This design comes from an exercise in tuning for small area on the open sky130 flow, not from production work. Function was checked by simulation only, so behaviour that the tests miss may differ from the original. Power is estimated from default activity; no workload was simulated.

==> design.v <==
module risc_v_core
(
    input clk,
    input reset_n,
    output [31:0] imem_addr,
    input [31:0] imem_rdata,
    output [29:0] dmem_addr,
    output [3:0] dmem_we,
    output [31:0] dmem_wdata,
    input [31:0] dmem_rdata
);
    localparam [3:0] C_NONE  = 4'd0;
    localparam [3:0] C_OPIMM = 4'd1;
    localparam [3:0] C_OP    = 4'd2;
    localparam [3:0] C_LUI   = 4'd3;
    localparam [3:0] C_AUIPC = 4'd4;
    localparam [3:0] C_JAL   = 4'd5;
    localparam [3:0] C_JALR  = 4'd6;
    localparam [3:0] C_BR    = 4'd7;
    localparam [3:0] C_LD    = 4'd8;
    localparam [3:0] C_ST    = 4'd9;
    reg [31:0] pc;
    reg jbr;                        
    reg [3:0] st;                   
    reg [3:0] cls_d;
    reg [31:7] ir_d;
    reg [3:0] cls_e;
    reg [31:7] ir_e;
    reg w_en;                       
    reg byp1, byp2;
    reg w_br;                       
    reg w_ld;
    reg w_jmp;
    reg [2:0] w_f3;
    reg [4:0] w_idx;
    reg [31:0] w_d;
    reg [1:0] w_hi;
    reg [31:0] rf [1:31];
    wire f_e = ~st[2];
    wire f_w = ~st[3];
    wire c2 = pc[1] & (f_w | pc[0]);
    wire [29:0] pcu = c2 ? pc[31:2] : pc[31:2] - 30'd1;
    wire [1:0] pcl_e = pc[1:0] + {f_e, ~f_e};
    wire [1:0] pcl_w = pc[1:0] + {f_w, ~f_w};
    wire [31:0] epc = {pcu, pcl_e};
    wire [31:0] link = {pcu, pcl_w};
    wire [31:0] tgt = {w_hi, w_d[31:2]};
    wire jb = w_br & (tgt != link);
    wire [1:0] lo = w_d[1:0];
    wire [15:0] lh = lo[1] ? dmem_rdata[31:16] : dmem_rdata[15:0];
    wire [7:0] lb = lo[0] ? lh[15:8] : lh[7:0];
    reg [31:0] ldata;
    always @(*) begin
        case (w_f3[1:0])
            2'b00: ldata = {{24{lb[7] & ~w_f3[2]}}, lb};
            2'b01: ldata = {{16{lh[15] & ~w_f3[2]}}, lh};
            default: ldata = dmem_rdata;
        endcase
    end
    wire [31:0] wdata = w_ld ? ldata : (w_jmp ? {link[29:0], 2'b00} : w_d);
    wire [2:0] f3 = ir_e[14:12];
    wire [4:0] rd = ir_e[11:7];
    wire [4:0] rs1 = ir_e[19:15];
    wire [4:0] rs2 = ir_e[24:20];
    wire is_opimm = cls_e == C_OPIMM;
    wire is_op    = cls_e == C_OP;
    wire is_lui   = cls_e == C_LUI;
    wire is_auipc = cls_e == C_AUIPC;
    wire is_jal   = cls_e == C_JAL;
    wire is_jalr  = cls_e == C_JALR;
    wire is_br    = cls_e == C_BR;
    wire is_ld    = cls_e == C_LD;
    wire is_st    = cls_e == C_ST;
    wire [31:0] sel1, sel2;
    wire [31:0] src1, src2;
    integer i;
    genvar g, b;
    assign sel1[0] = byp1;
    assign sel2[0] = byp2;
    generate
        for (g = 1; g < 32; g = g + 1) begin : dec
            assign sel1[g] = ~byp1 & (rs1 == g);
            assign sel2[g] = ~byp2 & (rs2 == g);
        end
        for (b = 0; b < 32; b = b + 1) begin : rd_bit
            wire [31:0] d;
            assign d[0] = wdata[b];
            for (g = 1; g < 32; g = g + 1) begin : dv
                assign d[g] = rf[g][b];
            end
            rdmux32 m1 (.sel(sel1), .d(d), .q(src1[b]));
            rdmux32 m2 (.sel(sel2), .d(d), .q(src2[b]));
        end
    endgenerate
    wire [31:0] imm = (is_lui | is_auipc) ? {ir_e[31:12], 12'h0} :
                      {{21{ir_e[31]}}, ir_e[30:25], is_st ? ir_e[11:7] : ir_e[24:20]};
    reg [29:0] woff;                
    always @(*) begin
        if (is_br)
            woff = {{20{ir_e[31]}}, ir_e[7], ir_e[30:25], ir_e[11:9]};
        else if (is_jal)
            woff = {{12{ir_e[31]}}, ir_e[19:12], ir_e[20], ir_e[30:22]};
        else
            woff = {ir_e[31:12], 10'h0};
    end
    wire [31:0] tsum;
    bkadd #(.N(32)) u_tadd (.a(epc), .b({{2{woff[29]}}, woff}), .cin(1'b0),
                            .s(tsum), .cout(), .p(), .g());
    wire use_rs2 = is_op | is_br;
    wire [31:0] bop = use_rs2 ? src2 : imm;
    wire sub = is_br | ((is_op | is_opimm) & (f3[2:1] == 2'b01)) | (is_op & f3 == 3'b000 & ir_e[30]);
    wire [31:0] aa = {src1[31:2], src1[1:0] & {2{~is_jalr}}};
    wire [31:0] bb = {bop[31:2], bop[1:0] & {2{~is_jalr}}} ^ {32{sub}};
    wire [31:0] sum;
    wire cout;
    wire [31:0] ap, ag;
    bkadd #(.N(32)) u_add (.a(aa), .b(bb), .cin(sub), .s(sum), .cout(cout), .p(ap), .g(ag));
    wire ult = ~cout;
    wire slt = (src1[31] ^ bop[31]) ? src1[31] : sum[31];
    wire eq = sum == 32'h0;
    wire bcond = f3[0] ^ (f3[2] ? (f3[1] ? ult : slt) : eq);
    wire [4:0] sha = is_op ? src2[4:0] : rs2;
    wire left = ~f3[2] | (is_opimm & ir_e[31] & ir_e[30]);
    wire [4:0] amt = (f3[2] & left) ? (~sha + 5'd1) : sha;
    wire arith = f3[2] & ir_e[30] & ~left;
    reg [31:0] src1_rev, shr_rev;
    wire [31:0] sh_in = left ? src1_rev : src1;
    wire [31:0] shr = $signed({arith & src1[31], sh_in}) >>> amt;
    always @(*) begin
        for (i = 0; i < 32; i = i + 1) begin
            src1_rev[i] = src1[31 - i];
            shr_rev[i] = shr[31 - i];
        end
    end
    wire alu = is_op | is_opimm;
    wire s_sum = (alu & f3 == 3'b000) | is_jalr | is_ld;
    wire s_p = alu & (f3 == 3'b100 || f3 == 3'b110);      
    wire s_g = alu & (f3 == 3'b111 || f3 == 3'b110);      
    wire s_shr = alu & f3[1:0] == 2'b01 & ~left;
    wire s_shl = alu & f3[1:0] == 2'b01 & left;
    wire s_t = is_auipc | is_jal | is_br;
    wire s_lt = alu & f3[2:1] == 2'b01;
    wire lt = f3[0] ? ult : slt;
    wire [31:0] res = ({32{s_sum}} & sum) | ({32{s_p}} & ap) | ({32{s_g}} & ag) |
                      ({32{s_shr}} & shr) | ({32{s_shl}} & shr_rev) |
                      ({32{s_t}} & {tsum[29:0], 2'b00}) | ({32{is_lui}} & imm) |
                      {31'h0, s_lt & lt};
    wire [1:0] hi = is_jalr ? {2{src1[31] ^ bop[31] ^ cout}} : tsum[31:30];
    wire wen_e;
    wire writes = is_opimm | is_op | is_lui | is_auipc | is_jal | is_jalr | is_ld;
    assign wen_e = ~jb & writes & (rd != 5'd0);
    wire jumps = is_jal | is_jalr | (is_br & bcond);
    assign dmem_addr = sum[31:2];
    reg [3:0] we;
    always @(*) begin
        case (f3[1:0])
            2'b00: we = 4'b0001 << sum[1:0];
            2'b01: we = sum[1] ? 4'b1100 : 4'b0011;
            default: we = 4'b1111;
        endcase
    end
    assign dmem_we = (is_st & ~jb) ? we : 4'h0;
    assign dmem_wdata = {f3[1] ? src2[31:24] : (f3[0] ? src2[15:8] : src2[7:0]),
                         f3[1] ? src2[23:16] : src2[7:0],
                         (f3[1:0] == 2'b00) ? src2[7:0] : src2[15:8],
                         src2[7:0]};
    assign imem_addr = pc;
    wire [31:0] ir = imem_rdata;
    wire [2:0] df3 = ir[14:12];
    reg [3:0] dcls;
    always @(*) begin
        case (ir[6:0])
            7'b0010011: dcls = (df3 == 3'b001 && ir[30]) ? C_NONE : C_OPIMM;
            7'b0110011: dcls = (ir[30] && df3 != 3'b000 && df3 != 3'b101) ? C_NONE : C_OP;
            7'b0110111: dcls = C_LUI;
            7'b0010111: dcls = C_AUIPC;
            7'b1101111: dcls = C_JAL;
            7'b1100111: dcls = (df3 == 3'b000) ? C_JALR : C_NONE;
            7'b1100011: dcls = (df3[2:1] == 2'b01) ? C_NONE : C_BR;
            7'b0000011: dcls = (df3 == 3'b011 || df3[2:1] == 2'b11) ? C_NONE : C_LD;
            7'b0100011: dcls = (df3[2] || df3[1:0] == 2'b11) ? C_NONE : C_ST;
            default: dcls = C_NONE;
        endcase
    end
    always @(posedge clk, negedge reset_n) begin
        if (!reset_n) begin
            pc <= 32'h0;
            jbr <= 1'b0;
            st <= 4'h0;
            cls_d <= C_NONE;
            cls_e <= C_NONE;
            w_en <= 1'b0;
            w_br <= 1'b0;
        end else begin
            pc <= jb ? tgt : pc + 32'd1;
            jbr <= jb;
            st <= {st[2:0], 1'b1};
            cls_d <= (jb | jbr) ? C_NONE : dcls;
            cls_e <= jb ? C_NONE : cls_d;
            w_en <= wen_e;
            w_br <= ~jb & jumps;
        end
    end
    always @(posedge clk) begin
        ir_d <= ir[31:7];
        ir_e <= ir_d;
        w_ld <= is_ld;
        w_jmp <= is_jal | is_jalr;
        w_f3 <= f3;
        w_idx <= rd;
        w_d <= res;
        w_hi <= hi;
        byp1 <= wen_e & (rd == ir_d[19:15]);
        byp2 <= wen_e & (rd == ir_d[24:20]);
    end
    always @(posedge clk) begin
        for (i = 1; i < 32; i = i + 1)
            if (w_en && w_idx == i)
                rf[i] <= wdata;
    end
endmodule
module rdmux32
(
    input [31:0] sel,
    input [31:0] d,
    output q
);
    wire [10:0] y;
    genvar k;
    generate
        for (k = 0; k < 10; k = k + 1) begin : t
            aoi222 u (.a1(sel[3*k]), .a2(d[3*k]), .b1(sel[3*k+1]), .b2(d[3*k+1]),
                      .c1(sel[3*k+2]), .c2(d[3*k+2]), .y(y[k]));
        end
    endgenerate
    aoi222 u10 (.a1(sel[30]), .a2(d[30]), .b1(sel[31]), .b2(d[31]),
                .c1(sel[31]), .c2(d[31]), .y(y[10]));
    assign q = ~&y;
endmodule
module aoi222
(
    input a1, input a2, input b1, input b2, input c1, input c2,
    output y
);
    assign y = ~((a1 & a2) | (b1 & b2) | (c1 & c2));
endmodule
module bkadd
#(
    parameter N = 32                
)
(
    input [N-1:0] a,
    input [N-1:0] b,
    input cin,
    output [N-1:0] s,
    output cout,
    output [N-1:0] p,
    output [N-1:0] g
);
    reg [N-1:0] gg, pp;
    integer i, d;
    assign p = a ^ b;
    assign g = a & b;
    always @(*) begin
        gg = g;
        pp = p;
        gg[0] = g[0] | (p[0] & cin);
        for (d = 1; d < N; d = d * 2)
            for (i = 2 * d - 1; i < N; i = i + 2 * d) begin
                gg[i] = gg[i] | (pp[i] & gg[i - d]);
                pp[i] = pp[i] & pp[i - d];
            end
        for (d = N / 4; d >= 1; d = d / 2)
            for (i = 3 * d - 1; i < N; i = i + 2 * d) begin
                gg[i] = gg[i] | (pp[i] & gg[i - d]);
                pp[i] = pp[i] & pp[i - d];
            end
    end
    assign s = p ^ {gg[N-2:0], cin};
    assign cout = gg[N-1];
endmodule
==> run.sh <==
#!/bin/bash
# synth_recipe.tcl (not shown) runs the flow's synth.tcl, then flattens the netlist and writes it again
# the make line also repeats each setting of config.mk as NAME=value (left out here)
make -C /OpenROAD-flow-scripts/flow DESIGN_CONFIG=/design/flow/config.mk WORK_HOME=/design/flow/orfs CLKGATE_MAP_FILE= SYNTH_SCRIPT=/design/flow/synth_recipe.tcl finish
==> config.mk <==
export PLATFORM = sky130hd
export DESIGN_NAME = risc_v_core
export DESIGN_NICKNAME = risc_v_core
export VERILOG_FILES = /design/flow/design.v
export SDC_FILE = /design/flow/constraint.sdc
export NUM_CORES = 4
export LEC_CHECK = 0
export CAP_MARGIN = 20
export CORE_MARGIN = 2
export CORE_UTILIZATION = 50
export CTS_BUF_LIST = sky130_fd_sc_hd__clkbuf_16
export CTS_CLUSTER_DIAMETER = 90
export CTS_CLUSTER_SIZE = 22
export PLACE_DENSITY = 0.65
export SETUP_SLACK_MARGIN = 0.3
export SLEW_MARGIN = 20
export SYNTH_HIERARCHICAL = 1
==> constraint.sdc <==
create_clock -name core_clock -period 10.5 [get_ports {clk}]
set_input_delay 2.1000 -clock core_clock [delete_from_list [all_inputs] [get_ports {clk}]]
set_output_delay 2.1000 -clock core_clock [all_outputs]
set_load 0.01 [all_outputs]
==> results of run 1 <==
## registers in the layout, summed over array words and instances, names as in the netlist, 2 cells and up
| signal | cells |
|---|---|
| rf | 992 |
| pc | 32 |
| w_d | 32 |
| ir_d | 25 |
| ir_e | 25 |
| w_idx | 5 |
| cls_d | 4 |
| cls_e | 4 |
| st | 4 |
| w_f3 | 3 |
| w_hi | 2 |
## layer usage
metal,GRT usage [%],vias to the layer above,part of all wire [%]
met4,32.6,10,9.5
met5,0.868,-,0.095
met3,14.5,1035,16
met1,52.2,22900,33
li1,-,18600,-
met2,62.0,4692,42
## worst max path at each step
stage	endpoint	cells past startpoint	slack, ps
2_1_floorplan	dmem_addr[29]	22	1450
3_3_place_gp	dmem_addr[29]	23	280
3_5_place_dp	dmem_addr[29]	23	120
4_1_cts	dmem_addr[19]	23	320
5_1_grt	dmem_addr[21]	23	250
6_report	dmem_addr[21]	21	420
## metrics by stage
| stage | worst slack (ps) | utilization, % | cells | instance area [um^2] | power, W |
|---|---|---|---|---|---|
| 4_1_cts | 324 | 57.3 | 5882 | 62400 | 0.00985 |
| 3_3_place_gp | 278 | 55.5 | 5786 | 60400 | 0.00718 |
| 5_1_grt | 246 | 57.4 | 5883 | 62500 | 0.0102 |
| 2_1_floorplan | 1450 | - | 4120 | 54800 | 0.00617 |
| 3_5_place_dp | 118 | 55.5 | 5786 | 60400 | 0.00718 |
| 6_report | 416 | 57.5 | 5893 | 62500 | 0.00997 |
## cells in the final DEF (no fill, tap or decap), types with 60 or more instances in the layout
cell type / count
sky130_fd_sc_hd__clkdlybuf4s50_1: 161
sky130_fd_sc_hd__nor2_4: 82
sky130_fd_sc_hd__a222oi_1: 736
sky130_fd_sc_hd__xor2_1: 68
sky130_fd_sc_hd__dfxtp_1: 94
sky130_fd_sc_hd__nand3_1: 112
sky130_fd_sc_hd__nand4_1: 153
sky130_fd_sc_hd__nand2_1: 320
sky130_fd_sc_hd__mux2i_1: 90
sky130_fd_sc_hd__xnor2_1: 80
sky130_fd_sc_hd__clkbuf_16: 67
sky130_fd_sc_hd__buf_4: 242
sky130_fd_sc_hd__o21ai_0: 80
sky130_fd_sc_hd__ha_1: 67
sky130_fd_sc_hd__inv_1: 105
sky130_fd_sc_hd__a21oi_1: 114
sky130_fd_sc_hd__nor2_1: 104
sky130_fd_sc_hd__or3_1: 68
sky130_fd_sc_hd__edfxtp_1: 992
sky130_fd_sc_hd__mux2_2: 60
## where the power goes
| group | switching [W] | leakage [nW] | internal, W | total [W] |
|---|---|---|---|---|
| Sequential | 0.0000816 | 10.6 | 0.00494 | 0.00502 |
| Clock | 0.00155 | 0.997 | 0.00120 | 0.00275 |
| Combinational | 0.00143 | 9.67 | 0.000774 | 0.00220 |
## critical path: stages
cell and delay (ps):
sky130_fd_sc_hd__clkdlybuf4s50_1 440, sky130_fd_sc_hd__mux2i_1 160, sky130_fd_sc_hd__nor2_1 60, sky130_fd_sc_hd__a221oi_1 490, sky130_fd_sc_hd__o21ai_4 230, sky130_fd_sc_hd__a222oi_1 390
sky130_fd_sc_hd__nand4_1 140, sky130_fd_sc_hd__or3_1 570, sky130_fd_sc_hd__a21oi_1 210, sky130_fd_sc_hd__nor2_1 70, sky130_fd_sc_hd__xor2_1 210, sky130_fd_sc_hd__fa_2 490
sky130_fd_sc_hd__a211oi_2 230, sky130_fd_sc_hd__o21ai_2 100, sky130_fd_sc_hd__o2111ai_4 270, sky130_fd_sc_hd__o22ai_2 220, sky130_fd_sc_hd__o21ai_2 220, sky130_fd_sc_hd__o21ai_1 100
sky130_fd_sc_hd__fa_1 420, sky130_fd_sc_hd__xor2_2 260, sky130_fd_sc_hd__clkdlybuf4s50_1 590
## final cells by class
cell class | instances | area share (%)
Inverter | 94 | 0.568
Multi-Input combinational cell | 2729 | 35.0
Clock inverter | 29 | 0.452
Tap cell | 1414 | 2.83
Timing Repair Buffer | 414 | 5.80
Clock buffer | 67 | 2.68
Antenna cell | 11 | 0.0440
Sequential cell | 1135 | 52.6
## what timing repair did
action / 4_1_cts / 5_1_grt
setup endpoints to repair: 12 / 18
resized for setup: 4 / 18
hold buffers: 0 / 0
endpoints found under the hold margin: 0 / 0
setup buffers: 0 / 0
==> notes.md, run 1 <==
- The number of cell rows is 121.
- The critical path endpoint category is an output pin.
- The placeable core region is 109000 um^2.
- The final sum of negative setup slack is 0 ps.
- The peak supply drop is 0.118 mV.
- The worst slew slack as a fraction of its limit is 21.4%.
- The post-DP HPWL is 166000 um.
- The number of instances on the worst hold path is 0.
- The post-synthesis cell area is 54800 um^2.
- The first global-routing pass estimated 335000 um of wire.
- In the global route stage, overall resource usage came out at 42.6%.
- STA classifies the critical path startpoint as an input pin.
- Counting I/O delays and the setup requirement, the final critical path takes 10080 ps.
- The multi-input combinational cell area is 21900 um^2.
- The power per cell area is 159 nW/um^2.
- The initial antenna violation count is 19.
- The average instance in the mapped netlist occupies 13.3 um^2.
- The synthesized netlist cell count is 4120.
- The via count of the first global-routing pass is 43.4k.
- The max-slew violation count is 0.
- The endpoint identified for the worst register-to-register timing path is w_br$_DFF_PN0_.
- CTS built an H-tree with a depth of 3.
- At the end of routability-driven placement, the weighted congestion stood at 1.13.
- After clock tree synthesis, the clock-pin slew on the worst setup and hold paths is 80 ps.
- In this run the worst setup path begins at dmem_rdata[25].
- The analysis attributes to cell leakage a power of 21.2 nW.
- For this run, the number of Yosys warnings is 9.
- The number of sinks handled by clock tree synthesis is 1135.
- The final critical path takes up 96.0% of the cycle.
- The count of routing violations after the opening detailed-route iteration is 13.5k.
- For this design the top-level I/O count stands at 164.
- The worst setup path is of the in2out kind.
- Entering global routing, the biggest net connects 48 pins.
- The die is 335 um tall.
- The layout has 8683 filler cells.
- The TritonCTS clock tree is built.
- For this configuration, the core starts out at a cell density of 50.3%.
- The largest clock skew in the final design is 42.0 ps.
- The number of iterations in the first detailed-routing pass is 15.
- The minimum hold slack is 317 ps.
- CTS placed an instance of sky130_fd_sc_hd__clkbuf_16 at the clock tree root.
- The die covers 112000 um^2.
- After detailed routing, the average wire length per cell comes to 41.7 um.
- The port buffer count is 163.
- The signal arrival time at the worst endpoint is 7980 ps.
- STA puts the critical path data required time at 8400 ps.
- The detailed router placed 47.2k vias in this run.
- The max-cap check violation count is 0.
- The end point of the most critical hold path is ir_e[25]$_DFF_P_.
- The number of nets in the final layout is 4608.
- The post-detailed-route via-to-cell ratio is 8.01.
- After global routing the overflow that remains totals 0.
- The horizontal die dimension is 335 um.
- The area overhead of the layout relative to synthesis is 14.1%.
- After detailed routing, the number of remaining DRC violations is 0.
- The tightest min-delay check is of the reg2reg type.
- The storage element area is 32900 um^2.
- The number of routed nets with antenna violations is 0.
- Summed over all layers, the routed wires come to 246000 um.
- The startpoint of the worst hold path is ir_d[25]$_DFF_P_.
- The share of final-layout standard cells stronger than drive strength 1 is 13.2%.
- Setup repair after global routing could not meet its margin everywhere.
- Based on the critical path, the design can be clocked at up to 99.2 MHz.
- The total CTS buffers is 66.
- The worst register-to-register path begins at pc[5]$_DFF_PN0_.
- The total count of hold-check failures in the final report is 0.
- For the worst flop-to-flop path, the logic depth is 27.
- The clock passes through at most 3 buffers.
- The biggest fanout along the worst timing path is 10.
- The transition at the pin with the smallest max-transition slack is 1180 ps.
- Setup violations remaining at the end of the flow were counted as 0.
- The clock insertion delay at the later pin of the skew report is 710 ps.
- For flop-to-flop paths, the worst setup slack is 1740 ps.
- The run finished with no timing, DRC or antenna violations.
==> inputs of run 2 (changes only) <==
--- a/design.v
+++ b/design.v
@@ -46,17 +46,10 @@
     wire [31:0] link = {pcu, pcl_w};
     wire [31:0] tgt = {w_hi, w_d[31:2]};
+    wire [31:0] pc_inc;
+    inc32 u_inc (.a(pc), .y(pc_inc));
     wire jb = w_br & (tgt != link);
-    wire [1:0] lo = w_d[1:0];
-    wire [15:0] lh = lo[1] ? dmem_rdata[31:16] : dmem_rdata[15:0];
-    wire [7:0] lb = lo[0] ? lh[15:8] : lh[7:0];
-    reg [31:0] ldata;
-    always @(*) begin
-        case (w_f3[1:0])
-            2'b00: ldata = {{24{lb[7] & ~w_f3[2]}}, lb};
-            2'b01: ldata = {{16{lh[15] & ~w_f3[2]}}, lh};
-            default: ldata = dmem_rdata;
-        endcase
-    end
-    wire [31:0] wdata = w_ld ? ldata : (w_jmp ? {link[29:0], 2'b00} : w_d);
+    wire [31:0] wdata;
+    wbmux u_wb (.q(dmem_rdata), .off(w_d[1:0]), .f3(w_f3), .ld(w_ld), .jmp(w_jmp),
+                .link({link[29:0], 2'b00}), .d(w_d), .y(wdata));
     wire [2:0] f3 = ir_e[14:12];
     wire [4:0] rd = ir_e[11:7];
@@ -105,5 +98,5 @@
     end
     wire [31:0] tsum;
-    bkadd #(.N(32)) u_tadd (.a(epc), .b({{2{woff[29]}}, woff}), .cin(1'b0),
+    bkadd u_tadd (.a(epc), .b({{2{woff[29]}}, woff}), .cin(1'b0),
                             .s(tsum), .cout(), .p(), .g());
     wire use_rs2 = is_op | is_br;
@@ -115,5 +108,5 @@
     wire cout;
     wire [31:0] ap, ag;
-    bkadd #(.N(32)) u_add (.a(aa), .b(bb), .cin(sub), .s(sum), .cout(cout), .p(ap), .g(ag));
+    bkadd u_add (.a(aa), .b(bb), .cin(sub), .s(sum), .cout(cout), .p(ap), .g(ag));
     wire ult = ~cout;
     wire slt = (src1[31] ^ bop[31]) ? src1[31] : sum[31];
@@ -193,5 +186,5 @@
             w_br <= 1'b0;
         end else begin
-            pc <= jb ? tgt : pc + 32'd1;
+            pc <= jb ? tgt : pc_inc;
             jbr <= jb;
             st <= {st[2:0], 1'b1};
@@ -280,2 +273,61 @@
     assign cout = gg[N-1];
 endmodule
+module inc32
+(
+    input [31:0] a,
+    output [31:0] y
+);
+    reg [32:0] c;
+    integer i;
+    always @(*) begin
+        c[0] = 1'b1;
+        for (i = 0; i < 32; i = i + 1)
+            c[i + 1] = c[i] & a[i];
+    end
+    assign y = a ^ c[31:0];
+endmodule
+module wbmux
+(
+    input [31:0] q,
+    input [1:0] off,
+    input [2:0] f3,
+    input ld,
+    input jmp,
+    input [31:0] link,
+    input [31:0] d,
+    output [31:0] y
+);
+    wire w = ld & f3[1];                        
+    wire h = ld & ~f3[1] & f3[0];               
+    wire bt = ld & ~f3[1] & ~f3[0];             
+    wire sj = ~ld & jmp;
+    wire sd = ~ld & ~jmp;
+    wire b0_0 = w | (h & ~off[1]) | (bt & off == 2'd0);
+    wire b0_1 = bt & off == 2'd1;
+    wire b0_2 = (h & off[1]) | (bt & off == 2'd2);
+    wire b0_3 = bt & off == 2'd3;
+    wire b1_1 = w | (h & ~off[1]);
+    wire b1_3 = h & off[1];
+    wire sgn = ~f3[2] & (h ? (off[1] ? q[31] : q[15]) :
+                         (off[1] ? (off[0] ? q[31] : q[23]) : (off[0] ? q[15] : q[7])));
+    wire ext1 = (bt & sgn);                     
+    wire ext2 = ((bt | h) & sgn);               
+    wire [31:0] t;
+    wire [7:0] u;
+    genvar i;
+    generate
+        for (i = 0; i < 8; i = i + 1) begin : lo
+            aoi222 a0 (.a1(b0_0), .a2(q[i]), .b1(b0_1), .b2(q[i + 8]), .c1(b0_2), .c2(q[i + 16]), .y(t[i]));
+            aoi222 a1 (.a1(b0_3), .a2(q[i + 24]), .b1(sj), .b2(link[i]), .c1(sd), .c2(d[i]), .y(u[i]));
+            assign y[i] = ~(t[i] & u[i]);
+        end
+        for (i = 8; i < 16; i = i + 1) begin : mid
+            aoi222 a0 (.a1(b1_1), .a2(q[i]), .b1(b1_3), .b2(q[i + 16]), .c1(sj), .c2(link[i]), .y(t[i]));
+            assign y[i] = ~(t[i] & ~(sd & d[i]) & ~ext1);
+        end
+        for (i = 16; i < 32; i = i + 1) begin : hi
+            aoi222 a0 (.a1(w), .a2(q[i]), .b1(sj), .b2(link[i]), .c1(sd), .c2(d[i]), .y(t[i]));
+            assign y[i] = ~t[i] | ext2;
+        end
+    endgenerate
+endmodule
==> flow/run.sh (new file) <==
#!/bin/bash
# Layout of the design with the standard.sh (ORFS, the standard flow's config and
# synthesis script), with these changes:
#  - synthesis: the adder modules (bkadd) are mapped by ABC with ORFS's
#    delay-oriented script as usual; every other module is mapped with the
#    same script but with delay relaxation (&nf -R 1000, no &if -g/&synch2
#    balancing), which gives smaller logic off the critical path. Registers
#    are untouched (ABC runs after flip-flop mapping).
#  - clock tree: no dummy loads; clkbuf_16 clusters of up to 22 sinks.
#  - port buffers: buf_2.
# Each tool's output goes to its own log: ORFS writes per-step logs under
# orfs/logs/, and make's output is kept in flow_make.log.
set -euo pipefail
here=$(pwd)
rm -rf "$here/scripts_local"
cp -r "$FLOW_HOME/scripts" "$here/scripts_local"
python3 "$here/flow/patch_synth.py" "$here/scripts_local" > patch_synth.log 2>&1
export SCRIPTS_DIR="$here/scripts_local"
export CTS_ARGS="-sink_clustering_enable -repair_clock_nets -dont_use_dummy_load -sink_clustering_size 22 -sink_clustering_max_diameter 90 -buf_list sky130_fd_sc_hd__clkbuf_16"
export BUFFER_PORTS_ARGS="-buffer_cell sky130_fd_sc_hd__buf_2"
bash standard.sh > flow_make.log 2>&1
==> flow/patch_synth.py (new file) <==
# Patch a copy of ORFS's scripts folder (argv[1]): map the bkadd modules with
# the usual ABC script and all other modules with a delay-relaxed script.
import sys, os
d = sys.argv[1]
speed = open(os.path.join(d, "abc_speed.script")).read()
relaxed = speed.replace("&if -g -K 6\n&synch2\n", "").replace("&nf\n", "&nf -R 1000\n")
assert relaxed != speed
open(os.path.join(d, "abc_relaxed.script"), "w").write(relaxed)
p = os.path.join(d, "synth.tcl")
s = open(p).read()
old = "  log_cmd abc {*}$abc_args\n} else {"
new = """  log_cmd abc {*}$abc_args bkadd
  set relaxed_args [lreplace $abc_args 1 1 $::env(SCRIPTS_DIR)/abc_relaxed.script]
  log_cmd abc {*}$relaxed_args
} else {"""
assert s.count(old) == 1
s = s.replace(old, new)
open(p, "w").write(s)
print("patched", p)
print(relaxed)
==> standard.sh (new file) <==
#!/bin/bash
# synth_recipe.tcl (not shown) runs the flow's synth.tcl, then flattens the netlist and writes it again
# the make line also repeats each setting of config.mk as NAME=value (left out here)
make -C /OpenROAD-flow-scripts/flow DESIGN_CONFIG=/design/flow/config.mk WORK_HOME=/design/flow/orfs CLKGATE_MAP_FILE= SYNTH_SCRIPT=/design/flow/synth_recipe.tcl "${@:-finish}"
removed: run.sh
==> run 2 against run 1 <==
Combinational power fell by 13%. Count of clock-buffer cells in the layout decreased by 6. Worst hold slack improved by 14 ps. Utilization down 1.2 points. Cell count shrank 7.1%.
==> notes.md, run 2 <==
- The post-synthesis cell area came to 52900 um^2 (was 54800 um^2).
- The mean area per synthesized cell came to 14.2 um^2 (was 13.3 um^2).
- The count of synthesis-stage warnings from yosys was 10 (was 9).
- The number of fill cells came to 8578 (was 8683).
- The required arrival time at the worst endpoint is 8400 ps (about the same).
- The slack of the critical path is 187 ps (was 416 ps).
- The total count of hold-check failures in the final report was 0 (unchanged).
- Cell chain of the critical path: nand2b_1, nor2_4, buf_4, a222oi_1, nand4_1, nor2_1, nand4_1, a21oi_1, nor2_1, xor2_1, inv_1, fa_1, inv_1, fa_1, a211o_1, a211oi_2, nor4b_4, nor2_2, inv_1, fa_1, xor2_1, buf_2 (was clkdlybuf4s50_1, mux2i_1, nor2_1, a221oi_1, o21ai_4, a222oi_1, nand4_1, or3_1, a21oi_1, nor2_1, xor2_1, fa_2, a211oi_2, o21ai_2, o2111ai_4, o22ai_2, o21ai_2, o21ai_1, fa_1, xor2_2, clkdlybuf4s50_1).
- The number of sinks handled by clock tree synthesis is 1135 (unchanged).
- The CTS H-tree depth came to 2 (was 3).
- The clock transition at the registers of the reported paths is 80 ps (about the same).
- The max-slew violation count is 0 (unchanged).
- The clock insertion delay at the later pin of the skew report is 760 ps (was 710 ps).
- The number of iterations in the first detailed-routing pass is 15 (unchanged).
- The buffer and inverter count on the worst path is 5 (was 2).
- The die area is 108000 um^2 (was 112000 um^2).
- The port buffer count was 163 (unchanged).
- The origin of the critical flop-to-flop path is pc[13]$_DFF_PN0_ (was pc[5]$_DFF_PN0_).
- The post-DP HPWL is 151000 um (was 166000 um).
- The count of routing violations after the opening detailed-route iteration is 13.0k (was 13.5k).
- The element type at the critical path start is a register (was input pin).
- The final non-filler cell total was 5474 (was 5893).
- The kind of cell adding the most delay to the critical path was simple AND/OR/NAND/NOR gates (was compound AO/OA/AOI/OAI gates).
- The minimum hold slack is 331 ps (was 317 ps).
- The end of the worst register-to-register path is w_br$_DFF_PN0_ (unchanged).
- The worst slew slack as a fraction of its limit is 5.12% (was 21.4%).
- The biggest fanout along the worst timing path is 20 (was 10).
- The share of final-layout standard cells stronger than drive strength 1 is 16.8% (was 13.2%).
- The kind of critical path is reg2out (was in2out).
- The pre-CTS setup slack is 588 ps (was 118 ps).
- The maximum number of pins on one net before global-route repair is 55 (was 48).
- The delay of the slowest cell on the worst path is 890 ps (was 590 ps).
- The synthesized netlist cell count is 3715 (was 4120).
- The static leakage power is 20.7 nW (was 21.2 nW).
- The via count is 44.0k (was 47.2k).
- Status: finished clean (unchanged).
- The TritonCTS clock tree is built (unchanged).
- The transition at the pin with the smallest max-transition slack came to 1420 ps (was 1180 ps).
- The flip-flop count of the largest register after layout was 992 (unchanged).
- The detailed-route DRC error count is 0 (unchanged).
- The number of cell rows was 119 (was 121).
- The initial antenna violation count was 17 (was 19).
- The final sum of negative setup slack is 0 ps (unchanged).
- The number of cells after detailed placement is 5403 (was 5786).
- The kind of path behind the tightest hold check is reg2reg (unchanged).
- The root buffer selected by CTS was sky130_fd_sc_hd__clkbuf_16 (unchanged).
- The path depth of the worst reg2reg path is 30 (was 27).
- The worst reg-to-reg setup slack is 1500 ps (was 1740 ps).
- The max-cap check violation count came to 0 (unchanged).
- The number of routed nets with antenna violations is 0 (unchanged).
- The post-layout minimum cycle time is 10310 ps (was 10080 ps).
- The startpoint of the worst hold path is ir_d[8]$_DFF_P_ (was ir_d[25]$_DFF_P_).
- The via count of the first global-routing pass was 40.1k (was 43.4k).
- The final clock period utilization by the worst path is 98.2% (was 96.0%).
- The power per cell area is 158 nW/um^2 (was 159 nW/um^2).
- The signal arrival time at the worst endpoint came to 8210 ps (was 7980 ps).
- The cell with the biggest individual delay on the critical path is sky130_fd_sc_hd__dfxtp_1 (was sky130_fd_sc_hd__clkdlybuf4s50_1).
- The starting density of the core is 50.3% (about the same).
- The maximum clock path buffer count is 3 (unchanged).
- The detailed-route wire length came to 229000 um (was 246000 um).
- The number of failing setup endpoints in the final timing report came to 0 (unchanged).
- Highest-count cells in the layout ignoring fill and taps: sky130_fd_sc_hd__edfxtp_1, sky130_fd_sc_hd__a222oi_1, sky130_fd_sc_hd__buf_4 (was sky130_fd_sc_hd__edfxtp_1, sky130_fd_sc_hd__a222oi_1, sky130_fd_sc_hd__nand2_1).
- The critical path endpoint category was an output pin (unchanged).
- RSZ-0062 raised after global routing: true (unchanged).
- The horizontal die dimension is 329 um (was 335 um).
- The end point of the most critical hold path is ir_e[8]$_DFF_P_ (was ir_e[25]$_DFF_P_).
- The area overhead of the layout relative to synthesis is 11.8% (was 14.1%).
- The peak supply drop is 0.132 mV (was 0.118 mV).
- Registers with the most flip-flops: rf: 992 flops, pc: 32 flops, w_d: 32 flops (unchanged).
- The final routed wire length divided by cell count is 41.8 um (was 41.7 um).
- The height of the die was 329 um (was 335 um).
- The remaining global-route overflow came to 0 (unchanged).
- The number of instances on the worst hold path was 0 (unchanged).
- The overall global routing resource usage is 40.9% (was 42.6%).
- The largest clock skew in the final design is 111 ps (was 42.0 ps).
- The global-route wire length before repair is 312000 um (was 335000 um).
- The placeable core region was 105000 um^2 (was 109000 um^2).
- The register name with the most flops is rf (unchanged).
- The post-detailed-route via-to-cell ratio is 8.04 (was 8.01).
- The last weighted congestion value of the routability-driven placer is 1.08 (was 1.13).
- The most frequent standard cell in the layout excluding fill and tap cells is sky130_fd_sc_hd__edfxtp_1 (unchanged).
- The number of top-level pins is 164 (unchanged).
- The total CTS buffers is 61 (was 66).
- The highest attainable clock frequency was 97.0 MHz (was 99.2 MHz).
- The number of nets in the final layout came to 4275 (was 4608).
run 2: changes by cell type in the layout (fill, tap and decap cells not counted), sizes merged, moves of 68 or more:
cell / delta
nand3: -72
nor2: +71
clkdlybuf4s50: -161
o21ai: -71
buf: +152
or3: -68
nand2: -121
run 2: cell type report:
cell class                 instances  area (um^2)  area share [%]
timing repair buffer             406         2640            4.46
multi-input combinational       2415        20100            34.0
clock buffer                      61         1530            2.58
inverter                          60          225           0.381
antenna                            6         15.0          0.0254
sequential                      1135        32900            55.6
tap                             1391         1740            2.94
run 2: worst max-delay path by stage:
| stage | from | cells past startpoint | end | slack [ps] |
|---|---|---|---|---|
| floorplan | dmem_rdata[31] | 18 | dmem_addr[29] | 1690 |
| global placement | dmem_rdata[31] | 23 | dmem_addr[27] | 510 |
| detailed placement | dmem_rdata[31] | 23 | dmem_addr[27] | 590 |
| CTS | pc[0]$_DFF_PN0_ | 28 | dmem_addr[29] | 390 |
| global route | pc[0]$_DFF_PN0_ | 27 | dmem_addr[28] | 280 |
| finish | ir_e[20]$_DFF_P_ | 22 | dmem_addr[15] | 190 |
run 2: what timing repair did:
item | 4_1_cts | 5_1_grt
gates resized for setup | 2 | 15
hold buffers | 0 | 0
setup endpoints to repair | 2 | 10
hold endpoints to repair | 0 | 0
pin swaps | 2 | 4
gates cloned | 0 | 0
setup buffers | 0 | 2
run 2: metrics by stage:
stage               cell area [um^2]  total power (W)  util, %
floorplan                      52900          0.00608        -
global placement               57500          0.00692     54.7
detailed placement             57500          0.00692     54.7
CTS                            59000          0.00925     56.2
global route                   59100          0.00955     56.3
finish                         59100          0.00936     56.3
run 2: report_power, final:
part	internal [W]	switching (W)
combinational	0.000617	0.00131
clock	0.00102	0.00140
sequential	0.00494	0.0000708
run 2: layer usage:
layer	global-route usage [%]	wire, um	vias to the layer above
li1	-	-	17200
met4	21.8	16200	20
met1	54.2	76600	21500
met2	58.7	95100	4523
met3	15.1	40500	776
met5	1.00	416	-
run 2: worst register-to-register path: cells and delay by family (launching register included):
family / cells / cell delay (ps)
fa+ha+maj: 2 / 970
flops: 1 / 480
buf+inv: 2 / 510
xor+xnor: 3 / 610
compound gates: 6 / 1550
simple gates: 17 / 4780
==> inputs of run 3 (changes only) <==
--- a/design.v
+++ b/design.v
@@ -29,4 +29,5 @@
     reg w_en;                       
     reg byp1, byp2;
+    reg en1;                        
     reg w_br;                       
     reg w_ld;
@@ -73,5 +74,5 @@
     generate
         for (g = 1; g < 32; g = g + 1) begin : dec
-            assign sel1[g] = ~byp1 & (rs1 == g);
+            assign sel1[g] = en1 & (rs1 == g);
             assign sel2[g] = ~byp2 & (rs2 == g);
         end
@@ -127,5 +128,5 @@
     end
     wire alu = is_op | is_opimm;
-    wire s_sum = (alu & f3 == 3'b000) | is_jalr | is_ld;
+    wire s_sum = (alu & f3 == 3'b000) | is_jalr | is_ld | is_lui;
     wire s_p = alu & (f3 == 3'b100 || f3 == 3'b110);      
     wire s_g = alu & (f3 == 3'b111 || f3 == 3'b110);      
@@ -137,5 +138,5 @@
     wire [31:0] res = ({32{s_sum}} & sum) | ({32{s_p}} & ap) | ({32{s_g}} & ag) |
                       ({32{s_shr}} & shr) | ({32{s_shl}} & shr_rev) |
-                      ({32{s_t}} & {tsum[29:0], 2'b00}) | ({32{is_lui}} & imm) |
+                      ({32{s_t}} & {tsum[29:0], 2'b00}) |
                       {31'h0, s_lt & lt};
     wire [1:0] hi = is_jalr ? {2{src1[31] ^ bop[31] ^ cout}} : tsum[31:30];
@@ -204,6 +205,7 @@
         w_d <= res;
         w_hi <= hi;
-        byp1 <= wen_e & (rd == ir_d[19:15]);
+        byp1 <= wen_e & (rd == ir_d[19:15]) & (cls_d != C_LUI);
         byp2 <= wen_e & (rd == ir_d[24:20]);
+        en1 <= ~(wen_e & (rd == ir_d[19:15])) & (cls_d != C_LUI);
     end
     always @(posedge clk) begin
--- a/flow/run.sh
+++ b/flow/run.sh
@@ -3,8 +3,7 @@
 # synthesis script), with these changes:
 #  - synthesis: the adder modules (bkadd) are mapped by ABC with ORFS's
-#    delay-oriented script as usual; every other module is mapped with the
-#    same script but with delay relaxation (&nf -R 1000, no &if -g/&synch2
-#    balancing), which gives smaller logic off the critical path. Registers
-#    are untouched (ABC runs after flip-flop mapping).
+#    delay-oriented script as usual; every other module is mapped with an
+#    area-oriented variant of it (see patch_synth.py). Registers are
+#    untouched (ABC runs after flip-flop mapping).
 #  - clock tree: no dummy loads; clkbuf_16 clusters of up to 22 sinks.
 #  - port buffers: buf_2.
--- a/flow/patch_synth.py
+++ b/flow/patch_synth.py
@@ -1,9 +1,14 @@
 # Patch a copy of ORFS's scripts folder (argv[1]): map the bkadd modules with
-# the usual ABC script and all other modules with a delay-relaxed script.
+# the usual ABC script and all other modules with an area-oriented variant of
+# it (delay relaxation, no &if -g/&synch2 balancing, no ABC buffering or
+# upsizing; OpenROAD repairs slew, capacitance and timing after placement).
 import sys, os
 d = sys.argv[1]
 speed = open(os.path.join(d, "abc_speed.script")).read()
-relaxed = speed.replace("&if -g -K 6\n&synch2\n", "").replace("&nf\n", "&nf -R 1000\n")
-assert relaxed != speed
+body = speed[:speed.index("&put")]
+relaxed = (body.replace("&if -g -K 6\n&synch2\n", "")
+               .replace("&st\n&syn2\n", "&st\n&syn2\n&dch\n")
+               .replace("&nf\n", "&nf -R 1000\n")) + "&put\n"
+assert "&nf -R 1000" in relaxed and "&if" not in relaxed
 open(os.path.join(d, "abc_relaxed.script"), "w").write(relaxed)
 p = os.path.join(d, "synth.tcl")
--- a/config.mk
+++ b/config.mk
@@ -6,5 +6,5 @@
 export NUM_CORES = 4
 export LEC_CHECK = 0
-export CAP_MARGIN = 20
+export CAP_MARGIN = 15
 export CORE_MARGIN = 2
 export CORE_UTILIZATION = 50
@@ -14,4 +14,4 @@
 export PLACE_DENSITY = 0.65
 export SETUP_SLACK_MARGIN = 0.3
-export SLEW_MARGIN = 20
+export SLEW_MARGIN = 15
 export SYNTH_HIERARCHICAL = 1
==> run 3 against run 2 <==
Combinational power decreased by 16%. Design area decreased by 0.57%. Critical path depth decreased by 3. Total power decreased by 4.3%. Clock power about the same. Register-to-register slack improved by 90 ps. Largest power group unchanged. Area after synthesis decreased by 1.5%. Utilization increased by 0.55 points. Worst hold slack about the same.
==> notes.md, run 3 <==
- The post-detailed-route via-to-cell ratio is 7.94 (was 8.04).
- The switching power total was 0.00257 W (was 0.00278 W).
- The area overhead of the layout relative to synthesis is 12.9% (was 11.8%).
- The register share of total power is 55.0% (was 53.5%).
- The critical path endpoint category is an output pin (unchanged).
- The post-synthesis cell area is 52100 um^2 (was 52900 um^2).
- The starting density of the core is 50.3% (about the same).
- The share of final-layout standard cells stronger than drive strength 1 is 14.6% (was 16.8%).
- The clock transition at the registers of the reported paths is 80 ps (about the same).
- The cell with the biggest individual delay on the critical path is sky130_fd_sc_hd__nand2_1 (was sky130_fd_sc_hd__dfxtp_1).
- The number of routed nets with antenna violations came to 0 (unchanged).
- The root buffer selected by CTS is sky130_fd_sc_hd__clkbuf_16 (unchanged).
- The height of the die was 327 um (was 329 um).
- Cell chain of the critical path: clkinv_1, ha_1, nor2b_2, or4_4, nor2_2, nand2_1, or4_1, o31ai_1, o21ai_0, a222oi_1, nand2_1, buf_4, a222oi_1, nand4_1, nor2_1, nand4_1, ha_1, xor2_1, buf_2 (was nand2b_1, nor2_4, buf_4, a222oi_1, nand4_1, nor2_1, nand4_1, a21oi_1, nor2_1, xor2_1, inv_1, fa_1, inv_1, fa_1, a211o_1, a211oi_2, nor4b_4, nor2_2, inv_1, fa_1, xor2_1, buf_2).
- The detailed-route DRC error count came to 0 (unchanged).
- The most frequent standard cell in the layout excluding fill and tap cells is sky130_fd_sc_hd__edfxtp_1 (unchanged).
- The share of power burned in the clock network is 26.9% (was 25.9%).
- The count of routing violations after the opening detailed-route iteration is 13.3k (was 13.0k).
- The pre-CTS setup slack is 655 ps (was 588 ps).
- The number of cells after detailed placement is 5549 (was 5403).
- The register name with the most flops was rf (unchanged).
- The internal power consumption is 0.00639 W (was 0.00658 W).
- The initial antenna violation count is 11 (was 17).
- Highest-count cells in the layout ignoring fill and taps: sky130_fd_sc_hd__edfxtp_1, sky130_fd_sc_hd__a222oi_1, sky130_fd_sc_hd__nand2_1 (was sky130_fd_sc_hd__edfxtp_1, sky130_fd_sc_hd__a222oi_1, sky130_fd_sc_hd__buf_4).
- The net switching share of the total power is 28.7% (was 29.7%).
- The element type at the critical path start is a register (unchanged).
- The horizontal die dimension was 327 um (was 329 um).
- The logic gate share of total power came to 18.1% (was 20.5%).
- The final sum of negative setup slack is 0 ps (unchanged).
- The count of synthesis-stage warnings from yosys is 10 (unchanged).
- The transition at the pin with the smallest max-transition slack is 1200 ps (was 1420 ps).
- The signal arrival time at the worst endpoint is 8130 ps (was 8210 ps).
- The highest attainable clock frequency came to 97.7 MHz (was 97.0 MHz).
- The clock insertion delay at the later pin of the skew report is 750 ps (was 760 ps).
- The slack of the critical path came to 266 ps (was 187 ps).
- The via count of the first global-routing pass came to 41.4k (was 40.1k).
- The number of iterations in the first detailed-routing pass is 17 (was 15).
- The CTS H-tree depth is 2 (unchanged).
- The largest clock skew in the final design is 101 ps (was 111 ps).
- The path depth of the worst reg2reg path was 24 (was 30).
- The post-DP HPWL was 158000 um (was 151000 um).
- The required arrival time at the worst endpoint is 8400 ps (about the same).
- The number of instances on the worst hold path is 0 (unchanged).
- The number of cell rows is 118 (was 119).
- The flip-flop count of the largest register after layout is 992 (unchanged).
- The static leakage power is 20.5 nW (was 20.7 nW).
- The last weighted congestion value of the routability-driven placer came to 1.07 (was 1.08).
- The peak supply drop is 0.141 mV (was 0.132 mV).
- The number of sinks handled by clock tree synthesis is 1136 (was 1135).
- The cell area after placement is 57100 um^2 (was 57500 um^2).
- The final routed wire length divided by cell count was 41.9 um (was 41.8 um).
- The die area is 107000 um^2 (was 108000 um^2).
- The kind of path behind the tightest hold check is reg2reg (unchanged).
- RSZ-0062 raised after global routing: false (was true).
- The worst slew slack as a fraction of its limit is 19.6% (was 5.12%).
- The power per cell area is 152 nW/um^2 (was 158 nW/um^2).
- The total count of hold-check failures in the final report is 0 (unchanged).
- The delay of the slowest cell on the worst path is 700 ps (was 890 ps).
- The overall global routing resource usage is 42.8% (was 40.9%).
- The final clock period utilization by the worst path is 97.5% (was 98.2%).
- The port buffer count is 163 (unchanged).
- The detailed-route wire length came to 235000 um (was 229000 um).
- The kind of critical path was reg2out (unchanged).
- The TritonCTS clock tree is built (unchanged).
- Registers with the most flip-flops: rf: 992 flops, pc: 32 flops, w_d: 32 flops (unchanged).
- The number of fill cells is 8440 (was 8578).
- The number of top-level pins came to 164 (unchanged).
- The via count is 44.6k (was 44.0k).
- The placeable core region came to 103000 um^2 (was 105000 um^2).
- The final non-filler cell total is 5619 (was 5474).
- The synthesized netlist cell count came to 3771 (was 3715).
- The number of failing setup endpoints in the final timing report is 0 (unchanged).
- Status: finished clean (unchanged).
- The remaining global-route overflow is 0 (unchanged).
- The max-slew violation count is 0 (unchanged).
- The maximum number of pins on one net before global-route repair is 53 (was 55).
- The post-layout minimum cycle time came to 10230 ps (was 10310 ps).
- The number of nets in the final layout came to 4434 (was 4275).
- The global-route wire length before repair is 321000 um (was 312000 um).
- The final design instance area without fill was 58800 um^2 (was 59100 um^2).
- The max-cap check violation count is 0 (unchanged).
- The maximum clock path buffer count came to 3 (unchanged).
- The mean area per synthesized cell is 13.8 um^2 (was 14.2 um^2).
- The total CTS buffers is 60 (was 61).
- The biggest fanout along the worst timing path came to 24 (was 20).
## run 3: timing repair
item | CTS | global route
hold buffers | 0 | 0
gates resized for setup | 2 | 30
setup buffers | 0 | 5
setup endpoints to repair | 2 | 14
pin swaps | 3 | 11
## run 3: area by class of cell
type,count,area [um^2],share of cell area (%)
tap,1380,1730,2.94
sequential,1136,32900,56.0
timing repair buffer,412,2740,4.66
multi-input combinational,2558,19700,33.4
antenna,3,7.51,0.0128
clock buffer,60,1500,2.55
inverter,70,263,0.447
## run 3: worst paths after layout
kind | start | endpoint | slack [ps]
setup / recovery | pc[0]$_DFF_PN0_ | dmem_addr[29] | 270
max in group asynchronous | reset_n | pc[6]$_DFF_PN0_ | 8520
hold / removal | ir_d[13]$_DFF_P_ | ir_e[13]$_DFF_P_ | 330
setup reg to reg | pc[0]$_DFF_PN0_ | w_d[9]$_DFF_P_ | 1590
hold reg to reg | ir_d[13]$_DFF_P_ | ir_e[13]$_DFF_P_ | 330
min in group asynchronous | reset_n | st[2]$_DFF_PN0_ | 1490
## run 3: power groups by stage
| stage | sequential [W] | clock [W] | combinational [W] |
|---|---|---|---|
| 2_1_floorplan | 0.00501 | 0 | 0.000794 |
| 3_5_place_dp | 0.00503 | 0 | 0.00152 |
| 5_1_grt | 0.00493 | 0.00256 | 0.00166 |
| 6_report | 0.00493 | 0.00241 | 0.00162 |
| 4_1_cts | 0.00493 | 0.00240 | 0.00152 |
| 3_3_place_gp | 0.00503 | 0 | 0.00152 |
## run 3: worst max-delay path: cells and delay by family, from the launching register on
kind,cells,cell delay (ps)
xor gates and xnor gates,1,200
buffers and inverters,3,760
DFF,1,450
adders and majority gates,2,730
AOI/OAI and AO/OA,4,1650
and+or+nand+nor,9,3630
## run 3: metal layers
layer | GRT usage (%) | routed length (um) | vias to the layer above | part of all wire [%]
met5 | 1.06 | 225 | - | 0.096
met1 | 55.9 | 78600 | 21600 | 33
li1 | - | - | 17600 | -
met3 | 14.1 | 39800 | 865 | 17
met2 | 61.6 | 97300 | 4513 | 41
met4 | 26.7 | 19400 | 12 | 8.2
## run 3: stage by stage
stage          hold WS (ps)  power (W)  utilization, %
4_1_cts                 334    0.00885            56.6
5_1_grt                 337    0.00915            56.8
2_1_floorplan           310    0.00581               -
6_report                331    0.00896            56.8
3_5_place_dp            312    0.00654            55.2
3_3_place_gp            312    0.00654            55.2
==> inputs of run 4 (changes only) <==
==> flow/run.sh (replaced) <==
#!/bin/bash
# Layout of the design with the standard.sh (ORFS, the standard flow's config and
# synthesis script), with these changes:
#  - synthesis: the adders (bkadd) and register read muxes (rdmux32) are
#    mapped by ABC with ORFS's delay-oriented script as usual; every other
#    module is mapped with an
#    area-oriented variant of it (see patch_synth.py). Registers are
#    untouched (ABC runs after flip-flop mapping).
#  - clock tree: no dummy loads; clkbuf_8 clusters of up to 14 sinks.
#  - port buffers: buf_2.
# Each tool's output goes to its own log: ORFS writes per-step logs under
# orfs/logs/, and make's output is kept in flow_make.log.
set -euo pipefail
here=$(pwd)
rm -rf "$here/scripts_local"
cp -r "$FLOW_HOME/scripts" "$here/scripts_local"
python3 "$here/flow/patch_synth.py" "$here/scripts_local" > patch_synth.log 2>&1
export SCRIPTS_DIR="$here/scripts_local"
export CTS_ARGS="-sink_clustering_enable -repair_clock_nets -dont_use_dummy_load -sink_clustering_size 14 -sink_clustering_max_diameter 80 -buf_list sky130_fd_sc_hd__clkbuf_8"
export BUFFER_PORTS_ARGS="-buffer_cell sky130_fd_sc_hd__buf_2"
bash standard.sh > flow_make.log 2>&1
--- a/flow/patch_synth.py
+++ b/flow/patch_synth.py
@@ -1,4 +1,5 @@
-# Patch a copy of ORFS's scripts folder (argv[1]): map the bkadd modules with
-# the usual ABC script and all other modules with an area-oriented variant of
+# Patch a copy of ORFS's scripts folder (argv[1]): map the modules on the
+# critical path (bkadd, rdmux32) with the usual ABC script and all other
+# modules with an area-oriented variant of
 # it (delay relaxation, no &if -g/&synch2 balancing, no ABC buffering or
 # upsizing; OpenROAD repairs slew, capacitance and timing after placement).
@@ -15,5 +16,5 @@
 s = open(p).read()
 old = "  log_cmd abc {*}$abc_args\n} else {"
-new = """  log_cmd abc {*}$abc_args bkadd
+new = """  log_cmd abc {*}$abc_args bkadd rdmux32
   set relaxed_args [lreplace $abc_args 1 1 $::env(SCRIPTS_DIR)/abc_relaxed.script]
   log_cmd abc {*}$relaxed_args
--- a/config.mk
+++ b/config.mk
@@ -9,9 +9,6 @@
 export CORE_MARGIN = 2
 export CORE_UTILIZATION = 50
-export CTS_BUF_LIST = sky130_fd_sc_hd__clkbuf_16
-export CTS_CLUSTER_DIAMETER = 90
-export CTS_CLUSTER_SIZE = 22
 export PLACE_DENSITY = 0.65
-export SETUP_SLACK_MARGIN = 0.3
+export SETUP_SLACK_MARGIN = 0.5
 export SLEW_MARGIN = 15
 export SYNTH_HIERARCHICAL = 1
==> run 4 against run 3 <==
Sequential cell count is the same. Worst hold slack lost 2.9 ps. Wire length shrank 0.47%. Synthesized cell count is the same. Area after synthesis grew 0.15%. Non-clock buffer count shrank 52. Cell count shrank 0.11%. Sequential share of layout area grew 0.32 points. Critical endpoint unchanged.
==> notes.md, run 4 <==
- The die area was 107000 um^2 (about the same).
- The detailed-route wire length was 234000 um (was 235000 um).
- The delay of the slowest cell on the worst path is 660 ps (was 700 ps).
- The critical path endpoint category was an output pin (unchanged).
- The register share of total power is 56.3% (was 55.0%).
- The port buffer count is 163 (unchanged).
- The CTS H-tree depth is 3 (was 2).
- The via count of the first global-routing pass was 40.8k (was 41.4k).
- The worst slew slack as a fraction of its limit came to 14.6% (was 19.6%).
- The count of synthesis-stage warnings from yosys was 10 (unchanged).
- The final routed wire length divided by cell count is 41.7 um (was 41.9 um).
- The number of routed nets with antenna violations is 0 (unchanged).
- The worst reg-to-reg setup slack is 1820 ps (was 1590 ps).
- Highest-count cells in the layout ignoring fill and taps: sky130_fd_sc_hd__edfxtp_1, sky130_fd_sc_hd__a222oi_1, sky130_fd_sc_hd__nand2_1 (unchanged).
- The count of routing violations after the opening detailed-route iteration is 11.5k (was 13.3k).
- The total count of hold-check failures in the final report is 0 (unchanged).
- RSZ-0062 raised after global routing: true (was false).
- Registers with the most flip-flops: rf: 992 flops, pc: 32 flops, w_d: 32 flops (unchanged).
- The end of the worst register-to-register path was w_d[30]$_DFF_P_ (was w_d[9]$_DFF_P_).
- The final clock period utilization by the worst path was 93.8% (was 97.5%).
- The share of final-layout standard cells stronger than drive strength 1 came to 14.7% (was 14.6%).
- The clock insertion delay at the later pin of the skew report is 820 ps (was 750 ps).
- The maximum clock path buffer count was 3 (unchanged).
- The remaining global-route overflow is 0 (unchanged).
- The synthesized netlist cell count is 3771 (unchanged).
- The share of power burned in the clock network was 25.2% (was 26.9%).
- The starting density of the core is 50.4% (was 50.3%).
- The placeable core region was 103000 um^2 (unchanged).
- The last weighted congestion value of the routability-driven placer is 1.02 (was 1.07).
- The maximum number of pins on one net before global-route repair is 56 (was 53).
- The transition at the pin with the smallest max-transition slack is 1280 ps (was 1200 ps).
- The kind of critical path was reg2out (unchanged).
- The slack of the critical path is 646 ps (was 266 ps).
- The height of the die was 327 um (about the same).
- The end point of the most critical hold path is ir_e[12]$_DFF_P_ (was ir_e[13]$_DFF_P_).
- The post-synthesis cell area is 52200 um^2 (was 52100 um^2).
- The number of iterations in the first detailed-routing pass is 14 (was 17).
- The max-cap check violation count is 0 (unchanged).
- The path depth of the worst reg2reg path came to 22 (was 24).
- The kind of cell adding the most delay to the critical path is simple AND/OR/NAND/NOR gates (unchanged).
- The element type at the critical path start is a register (unchanged).
- The post-layout minimum cycle time is 9850 ps (was 10230 ps).
- The buffer and inverter count on the worst path was 3 (unchanged).
- The root buffer selected by CTS was sky130_fd_sc_hd__clkbuf_8 (was sky130_fd_sc_hd__clkbuf_16).
- The origin of the critical flop-to-flop path was pc[0]$_DFF_PN0_ (unchanged).
- The pre-CTS setup slack is 994 ps (was 655 ps).
- The most repeated library cell on the critical path is sky130_fd_sc_hd__nor2_1.
- The register name with the most flops is rf (unchanged).
- The TritonCTS clock tree is built (unchanged).
- The highest attainable clock frequency is 101 MHz (was 97.7 MHz).
- The number of sinks handled by clock tree synthesis is 1136 (unchanged).
- The final non-filler cell total came to 5613 (was 5619).
- The startpoint of the worst hold path is ir_d[12]$_DFF_P_ (was ir_d[13]$_DFF_P_).
- The number of nets in the final layout is 4415 (was 4434).
- The number of cell rows is 118 (unchanged).
- The number of cells after detailed placement came to 5502 (was 5549).
- The overall global routing resource usage is 42.6% (was 42.8%).
- The peak supply drop was 0.115 mV (was 0.141 mV).
- The power per cell area was 150 nW/um^2 (was 152 nW/um^2).
- The signal arrival time at the worst endpoint is 7750 ps (was 8130 ps).
- The area overhead of the layout relative to synthesis is 12.1% (was 12.9%).
- The post-detailed-route via-to-cell ratio is 7.85 (was 7.94).
- The via count came to 44.1k (was 44.6k).
- The required arrival time at the worst endpoint is 8400 ps (about the same).
- The net switching share of the total power is 29.8% (was 28.7%).
- The detailed-route DRC error count is 0 (unchanged).
- The number of top-level pins is 164 (unchanged).
- The initial antenna violation count is 21 (was 11).
- The switching power total is 0.00261 W (was 0.00257 W).
- The internal power consumption is 0.00615 W (was 0.00639 W).
- The global-route wire length before repair is 318000 um (was 321000 um).
- The mean area per synthesized cell came to 13.8 um^2 (about the same).
- The kind of path behind the tightest hold check is reg2reg (unchanged).
- The final sum of negative setup slack was 0 ps (unchanged).
- The largest clock skew in the final design is 83.4 ps (was 101 ps).
- The logic gate share of total power is 18.6% (was 18.1%).
- The horizontal die dimension is 327 um (about the same).
- The number of instances on the worst hold path is 0 (unchanged).
- The static leakage power is 20.5 nW (about the same).
- The flip-flop count of the largest register after layout came to 992 (unchanged).
- The clock transition at the registers of the reported paths came to 90 ps (was 80 ps).
- The total CTS buffers is 93 (was 60).
- Status: finished clean (unchanged).
- The most frequent standard cell in the layout excluding fill and tap cells was sky130_fd_sc_hd__edfxtp_1 (unchanged).
- The biggest fanout along the worst timing path was 33 (was 24).
- The post-DP HPWL was 154000 um (was 158000 um).
- The number of failing setup endpoints in the final timing report is 0 (unchanged).
- The cell with the biggest individual delay on the critical path is sky130_fd_sc_hd__a222oi_1 (was sky130_fd_sc_hd__nand2_1).
- The max-slew violation count is 0 (unchanged).
==> run 4: cell count changes in the layout (fill, tap and decap cells not counted), sizes merged <==
cell and change:
nor2 -64, nand3 +64, inv +1, diode +13
buf -52, clkbuf +33, or3 +64, clkinv -1
nand4 -64
==> run 4: worst register-to-register path: stages (launching register included) <==
cell and delay, ps:
sky130_fd_sc_hd__dfrtp_2 460, sky130_fd_sc_hd__clkinv_1 60, sky130_fd_sc_hd__ha_1 130, sky130_fd_sc_hd__nor2b_1 80
sky130_fd_sc_hd__or4_4 470, sky130_fd_sc_hd__nor2_4 140, sky130_fd_sc_hd__nand2_1 150, sky130_fd_sc_hd__or4_4 590
sky130_fd_sc_hd__o31ai_1 230, sky130_fd_sc_hd__o21ai_0 250, sky130_fd_sc_hd__a222oi_1 1010, sky130_fd_sc_hd__nand2_1 120
sky130_fd_sc_hd__buf_4 320, sky130_fd_sc_hd__a222oi_1 460, sky130_fd_sc_hd__nand4_1 130, sky130_fd_sc_hd__or3_1 750
sky130_fd_sc_hd__mux2i_1 890, sky130_fd_sc_hd__o21ai_0 470, sky130_fd_sc_hd__a21oi_1 440, sky130_fd_sc_hd__a21oi_1 300
sky130_fd_sc_hd__o22ai_1 440, sky130_fd_sc_hd__a21oi_1 330, sky130_fd_sc_hd__a221o_1 370
==> run 4: worst max-delay path by stage <==
stage / endpoint / cells past startpoint / slack [ps] / startpoint
floorplan: dmem_addr[29] / 18 / 1680 / dmem_rdata[31]
detailed placement: dmem_addr[29] / 20 / 990 / dmem_rdata[0]
global route: dmem_addr[28] / 24 / 370 / pc[0]$_DFF_PN0_
global placement: dmem_addr[29] / 21 / 990 / dmem_rdata[0]
CTS: dmem_addr[29] / 28 / 530 / pc[0]$_DFF_PN0_
finish: dmem_addr[29] / 27 / 650 / pc[0]$_DFF_PN0_
==> run 4: per-layer routing <==
metal	vias to the layer above	share of wire [%]	track usage, %
met2	4200	42	62.3
met1	21400	33	52.4
met5	-	0.095	1.11
li1	17600	-	-
met4	14	9.3	32.5
met3	877	15	13.8
==> run 4: stage by stage <==
stage                     instance area [um^2]  hold slack, ps  utilization [%]  total power, W
after floorplan                          52200             310                -         0.00580
after global placement                   56900             310             54.9         0.00656
after detailed placement                 56900             312             54.9         0.00655
after CTS                                58200             327             56.2         0.00866
after global routing                     58500             331             56.5         0.00895
final                                    58500             328             56.5         0.00876
==> run 4: power by group through the flow <==
stage                     clock network (W)  logic, W  registers, W
after floorplan                           0  0.000789       0.00501
after global routing                0.00235   0.00168       0.00493
after CTS                           0.00219   0.00153       0.00493
after global placement                    0   0.00153       0.00503
final                               0.00220   0.00163       0.00493
after detailed placement                  0   0.00152       0.00503
==> run 4: final cells by class <==
cell class | instances | area (um^2)
antenna | 16 | 40.0
clock buffer | 93 | 1280
fill | 8458 | 45000
inverter | 70 | 263
multi-input combinational | 2558 | 19900
sequential | 1136 | 32900
tap | 1380 | 1730
timing repair buffer | 360 | 2330
==> run 4: repair_timing <==
| action | 4_1_cts | 5_1_grt |
|---|---|---|
| setup buffers | 0 | 2 |
| endpoints found under the hold margin | 0 | 0 |
| resized for setup | 12 | 51 |
| hold buffers | 0 | 0 |
| pin swaps | 0 | 12 |
| endpoints found under the setup margin | 6 | 16 |
==> inputs of run 5 (changes only) <==
--- a/flow/run.sh
+++ b/flow/run.sh
@@ -8,5 +8,5 @@
 #    untouched (ABC runs after flip-flop mapping).
 #  - clock tree: no dummy loads; clkbuf_8 clusters of up to 14 sinks.
-#  - port buffers: buf_2.
+#  - port buffers: buf_1.
 # Each tool's output goes to its own log: ORFS writes per-step logs under
 # orfs/logs/, and make's output is kept in flow_make.log.
@@ -18,4 +18,4 @@
 export SCRIPTS_DIR="$here/scripts_local"
 export CTS_ARGS="-sink_clustering_enable -repair_clock_nets -dont_use_dummy_load -sink_clustering_size 14 -sink_clustering_max_diameter 80 -buf_list sky130_fd_sc_hd__clkbuf_8"
-export BUFFER_PORTS_ARGS="-buffer_cell sky130_fd_sc_hd__buf_2"
+export BUFFER_PORTS_ARGS="-buffer_cell sky130_fd_sc_hd__buf_1"
 bash standard.sh > flow_make.log 2>&1
==> run 5 against run 4 <==
Clock skew up 51 ps. Count of clock-buffer cells in the layout fell by 1. Area after synthesis unchanged. Non-clock buffer count increased by 3. Register-to-register slack improved by 260 ps. Critical path type unchanged. Cell count fell by 0.14%. Critical endpoint is now dmem_addr[28]. Sequential power barely moved. Highest routed layer unchanged. Maximum frequency shrank 0.34%. Design area fell by 0.50%. Combinational power about the same. Sequential share of layout area rose by 0.29 points.
==> notes.md, run 5 <==
- The final sum of negative setup slack was 0 ps (unchanged).
- The worst slew slack as a fraction of its limit was 6.48% (was 14.6%).
- Highest-count cells in the layout ignoring fill and taps: sky130_fd_sc_hd__edfxtp_1, sky130_fd_sc_hd__a222oi_1, sky130_fd_sc_hd__nand2_1 (unchanged).
- The number of failing setup endpoints in the final timing report is 0 (unchanged).
- The number of top-level pins is 164 (unchanged).
- The element type at the critical path start is a register (unchanged).
- Status: finished clean (unchanged).
- The clock transition at the registers of the reported paths is 100 ps (was 90 ps).
- The kind of path behind the tightest hold check is reg2reg (unchanged).
- The detailed-route DRC error count is 0 (unchanged).
- The maximum clock path buffer count came to 3 (unchanged).
- The synthesized netlist cell count was 3771 (unchanged).
- The via count of the first global-routing pass is 40.9k (was 40.8k).
- The initial antenna violation count is 15 (was 21).
- The number of sinks handled by clock tree synthesis is 1136 (unchanged).
- The biggest fanout along the worst timing path is 33 (unchanged).
- The overall global routing resource usage is 43.0% (was 42.6%).
- The count of routing violations after the opening detailed-route iteration came to 12.0k (was 11.5k).
- The worst reg-to-reg setup slack is 2080 ps (was 1820 ps).
- The number of iterations in the first detailed-routing pass is 15 (was 14).
- The final clock period utilization by the worst path was 94.2% (was 93.8%).
- The area overhead of the layout relative to synthesis is 11.5% (was 12.1%).
- The post-DP HPWL is 153000 um (was 154000 um).
[run 5: per-stage QoR]
| step | setup slack (ps) | cells |
|---|---|---|
| floorplan | 1680 | 3773 |
| global placement | 973 | 5505 |
| detailed placement | 961 | 5505 |
| CTS | 485 | 5598 |
| global route | 446 | 5601 |
| finish | 613 | 5605 |
[run 5: cell type report]
| cell class | instances | area (um^2) | area share (%) |
|---|---|---|---|
| Sequential cell | 1136 | 32900 | 56.6 |
| Multi-Input combinational cell | 2558 | 19900 | 34.2 |
| Timing Repair Buffer | 363 | 2130 | 3.66 |
| Tap cell | 1380 | 1730 | 2.97 |
| Clock buffer | 92 | 1270 | 2.18 |
| Inverter | 70 | 263 | 0.452 |
| Antenna cell | 6 | 15.0 | 0.0258 |
[run 5: path summary, 6_finish.rpt]
check	startpoint	endpoint
max reg2reg	pc[0]$_DFF_PN0_	w_d[18]$_DFF_P_
max	pc[0]$_DFF_PN0_	dmem_addr[28]
max in group asynchronous	reset_n	pc[0]$_DFF_PN0_
min reg2reg	ir_d[12]$_DFF_P_	ir_e[12]$_DFF_P_
min	ir_d[12]$_DFF_P_	ir_e[12]$_DFF_P_
min in group asynchronous	reset_n	pc[29]$_DFF_PN0_
[run 5: metal layers]
| metal | track usage [%] | vias to the layer above | wire (um) |
|---|---|---|---|
| li1 | - | 17600 | - |
| met1 | 52.7 | 21500 | 76300 |
| met2 | 63.1 | 4366 | 100000 |
| met3 | 14.5 | 867 | 37600 |
| met4 | 32.6 | 16 | 22500 |
| met5 | 0 | - | 122 |
[run 5: what timing repair did]
item,4_1_cts,5_1_grt
setup endpoints to repair,9,16
pin swaps,7,15
cloned,0,0
gates resized for setup,11,32
setup buffers,1,1
[run 5: where the power goes]
group	internal, W	switching [W]
registers	0.00488	0.0000473
logic	0.000455	0.00115
clock network	0.000781	0.00142
[run 5: worst max-delay path, cell delays in order (launching register included)]
cell,delay (ps)
sky130_fd_sc_hd__dfrtp_2,460
sky130_fd_sc_hd__clkinv_1,60
sky130_fd_sc_hd__ha_1,150
sky130_fd_sc_hd__nor2b_2,60
sky130_fd_sc_hd__or4_4,460
sky130_fd_sc_hd__nor2_2,180
sky130_fd_sc_hd__nand2_2,120
sky130_fd_sc_hd__or2_4,290
sky130_fd_sc_hd__o21ai_0,170
sky130_fd_sc_hd__and2_4,190
sky130_fd_sc_hd__clkinv_1,90
sky130_fd_sc_hd__a222oi_1,570
sky130_fd_sc_hd__buf_4,250
sky130_fd_sc_hd__nand2_1,100
sky130_fd_sc_hd__buf_6,210
sky130_fd_sc_hd__a222oi_1,410
sky130_fd_sc_hd__nand4_1,160
sky130_fd_sc_hd__or3_4,490
sky130_fd_sc_hd__a221oi_4,320
sky130_fd_sc_hd__xnor2_1,110
sky130_fd_sc_hd__ha_1,410
sky130_fd_sc_hd__nand4_1,170
sky130_fd_sc_hd__or3_4,450
sky130_fd_sc_hd__nor2_1,110
sky130_fd_sc_hd__o21ai_1,110
sky130_fd_sc_hd__a31oi_1,250
sky130_fd_sc_hd__fa_1,490
sky130_fd_sc_hd__buf_1,150

Check on run 5: ideal ports give 0.613 ns setup slack; a clkbuf_16 on the clock port and buf_2 on the inputs give 0.536 ns; moving port delays by the midpoint clock arrival (0.864 ns) as well gives 0.704 ns.
